From an optimization exercise on the open Yosys and OpenROAD flow, aimed at small area, a short achievable clock period and few clock cycles; shortcuts taken in it are not production practice. Function was checked by simulation only, so behaviour that the tests miss may differ from the original. No activity file was given, so power comes from the tool's default toggle rates.

wip/onyx:
## CONVCOR
module CONVCOR(clk, rst_n, in_valid, in_a, in_b, in_mode, out_valid, out);
==> flow/config.mk <==
export PLATFORM = sky130hd
export DESIGN_NAME = CONVCOR
export DESIGN_NICKNAME = CONVCOR
export VERILOG_FILES = /design/flow/design.v
export SDC_FILE = /design/flow/constraint.sdc
export NUM_CORES = 4
export LEC_CHECK = 0
export CAP_MARGIN = 20
export CORE_MARGIN = 2
export CORE_UTILIZATION = 60
export CTS_BUF_LIST = sky130_fd_sc_hd__clkbuf_16
export CTS_CLUSTER_DIAMETER = 150
export CTS_CLUSTER_SIZE = 20
export SLEW_MARGIN = 20
==> flow/constraint.sdc <==
create_clock -name core_clock -period 12.5 [get_ports {clk}]
set_input_delay 2.5000 -clock core_clock [delete_from_list [all_inputs] [get_ports {clk}]]
set_output_delay 2.5000 -clock core_clock [all_outputs]
set_load 0.01 [all_outputs]
standard.sh (not shown) runs the stock make flow with config.mk's settings and CLKGATE_MAP_FILE= SYNTH_SCRIPT=/design/flow/synth_recipe.tcl, a recipe that flattens the netlist after the stock synthesis.
==> flow/flow/run.sh <==
#!/bin/bash
set -euo pipefail
bash standard.sh SETUP_SLACK_MARGIN=9 "BUFFER_PORTS_ARGS=-buffer_cell sky130_fd_sc_hd__buf_1" finish > standard_flow.log 2>&1
Testbench counts of wip/onyx, summed over its fixed seeds: cycles 14,544.
#### Input delta (wip/cedar over wip/onyx)
-- flow/design.v --
<<< wip/onyx, line 68
  end
endfunction
wire [11:0] er_pin = benc(in_b[15:8]), ei_pin = benc(in_b[7:0]);
wire [11:0] er_st = benc(sy[15:8]), ei_st = benc(sy[7:0]);
wire [11:0] ner = py ? er_pin : er_st;
wire [11:0] nei = py ? ei_pin : ei_st;
wire [15:0] nx = px ? in_a : sx;
reg [7:0] xr, xi;
>>> wip/cedar, line 68
  end
endfunction
wire [15:0] ny = py ? in_b : sy;
wire [11:0] ner = benc(ny[15:8]);
wire [11:0] nei = benc(ny[7:0]);
wire [15:0] nx = px ? in_a : sx;
reg [7:0] xr, xi;
==> comparison <==
- Comparing wip/onyx and wip/cedar, the lower number of clock buffers in the layout is on wip/cedar.
- Delta (wip/cedar minus wip/onyx): synthesized area went down, initial detailed-routing violation count went down, area added between synthesis and finish did not really move, global-route wire length before repair went down.
- The maximum frequency on wip/onyx is in line with that on wip/cedar.
Testbench counts of wip/cedar, summed over its fixed seeds: cycles 14,544.

--- another note on this design; it stands on its own ---

==> flow/design.v (excerpt) <==
module CONVCOR(clk, rst_n, in_valid, in_a, in_b, in_mode, out_valid, out);
input clk, rst_n, in_valid, in_mode;
input [15:0] in_a, in_b;
output reg out_valid;
output reg signed [35:0] out;
reg m;
reg [3:0] cnt;
reg acc;
wire idle = (cnt == 4'd0);
wire mm = idle ? in_mode : m;
wire last = m ? (cnt == 4'd5) : (cnt == 4'd11);
wire [3:0] ncnt = idle ? {3'd0, in_valid} : (last ? 4'd0 : cnt + 4'd1);
reg [15:0] A1, A2, A3, B1, B2, B3;
wire shift = (cnt[3:2] == 2'b00) && (cnt[1:0] != 2'b11);
always @(posedge clk) begin
  A1 <= shift ? in_a : A3; A2 <= A1; A3 <= A2;
  B1 <= shift ? in_b : B3; B2 <= B1; B3 <= B2;
end
reg [2:0] nax, nay;
reg npx, npy, nacc, nvalid;
always @(*) begin
  nax = 3'b000; nay = 3'b000; npx = 1'b1; npy = 1'b1; nacc = 1'b0; nvalid = 1'b0;
  if (m) begin
    nacc = (cnt == 4'd1) || (cnt == 4'd2);
    nvalid = (cnt == 4'd4);
  end else begin
    case (cnt)
      4'd1: begin npx = 1'b0; npy = 1'b0; nax = 3'b001; nay = 3'b010; end
      4'd2: begin npx = 1'b0; npy = 1'b0; nax = 3'b100; nay = 3'b001; end
      4'd3: begin npx = 1'b0; npy = 1'b0; nax = 3'b100; nay = 3'b100; end
  ...
Settings: LEC_CHECK=0, ABC_AREA=1, CAP_MARGIN=20, CORE_MARGIN=2, CORE_UTILIZATION=60, CTS_BUF_LIST=sky130_fd_sc_hd__clkbuf_16, CTS_CLUSTER_DIAMETER=120, CTS_CLUSTER_SIZE=25, SLEW_MARGIN=20; clock period 12.5 ns.
standard.sh (not shown) runs the stock make flow with config.mk's settings and CLKGATE_MAP_FILE= SYNTH_SCRIPT=/design/flow/synth_recipe.tcl, a recipe that flattens the netlist after the stock synthesis.
==> flow/flow/run.sh <==
#!/bin/bash
set -euo pipefail
bash standard.sh SETUP_SLACK_MARGIN=9 finish > standard_flow.log 2>&1
Testbench counts at the start, summed over its fixed seeds: cycles 14,544.
==> next run, changes <==
==> flow/flow/run.sh (replaced) <==
#!/bin/bash
set -euo pipefail
bash standard.sh SETUP_SLACK_MARGIN=9.2 finish > standard_flow.log 2>&1
- ABC_AREA: 1 -> default
=> Final cell count decreases by about a fifth. Sequential power stays flat. Setup slack is better by 11 ps. Final area decreases by a few percent. Clock-buffer cell count decreases by 1. Global-route usage decreases by 1.8 points. Sequential share of layout area increases by 1.5 points. Total power decreases by about a fifth.

[re-timing with driven ports]
Ports are ideal in the flow. The routed layouts listed here were re-timed in OpenROAD.
Step 1, drivers: a clkbuf_16 drives clk and a buf_2 each remaining input, both assumed.
Step 2 also shifts input and output timing later by t, the mid clock arrival at the registers, as if the neighbouring blocks saw the same clock.
Slacks: ideal / step 1 / step 2; pairs: ideal / step 1.
run | shift t [ns] | slack for setup (ns) | hold WS [ns] | pins driven straight from the clock port
wip/onyx | 0.534 | 9.031 / 8.984 / 9.004 | 0.334 / 0.334 / 0.334 | 1
wip/cedar | 0.542 | 9.035 / 8.987 / 8.951 | 0.340 / 0.340 / 0.340 | 1
the first run of note 2 | 0.536 | 9.031 / 8.982 / 8.776 | 0.328 / 0.328 / 0.328 | 1
the second run of note 2 | 0.542 | 9.042 / 8.994 / 8.785 | 0.330 / 0.330 / 0.330 | 1
After both steps every run listed still meets setup and hold. The setup slack of the second run of note 2, which loses most, moves by -0.048 ns with the drivers and by -0.257 ns with both steps.
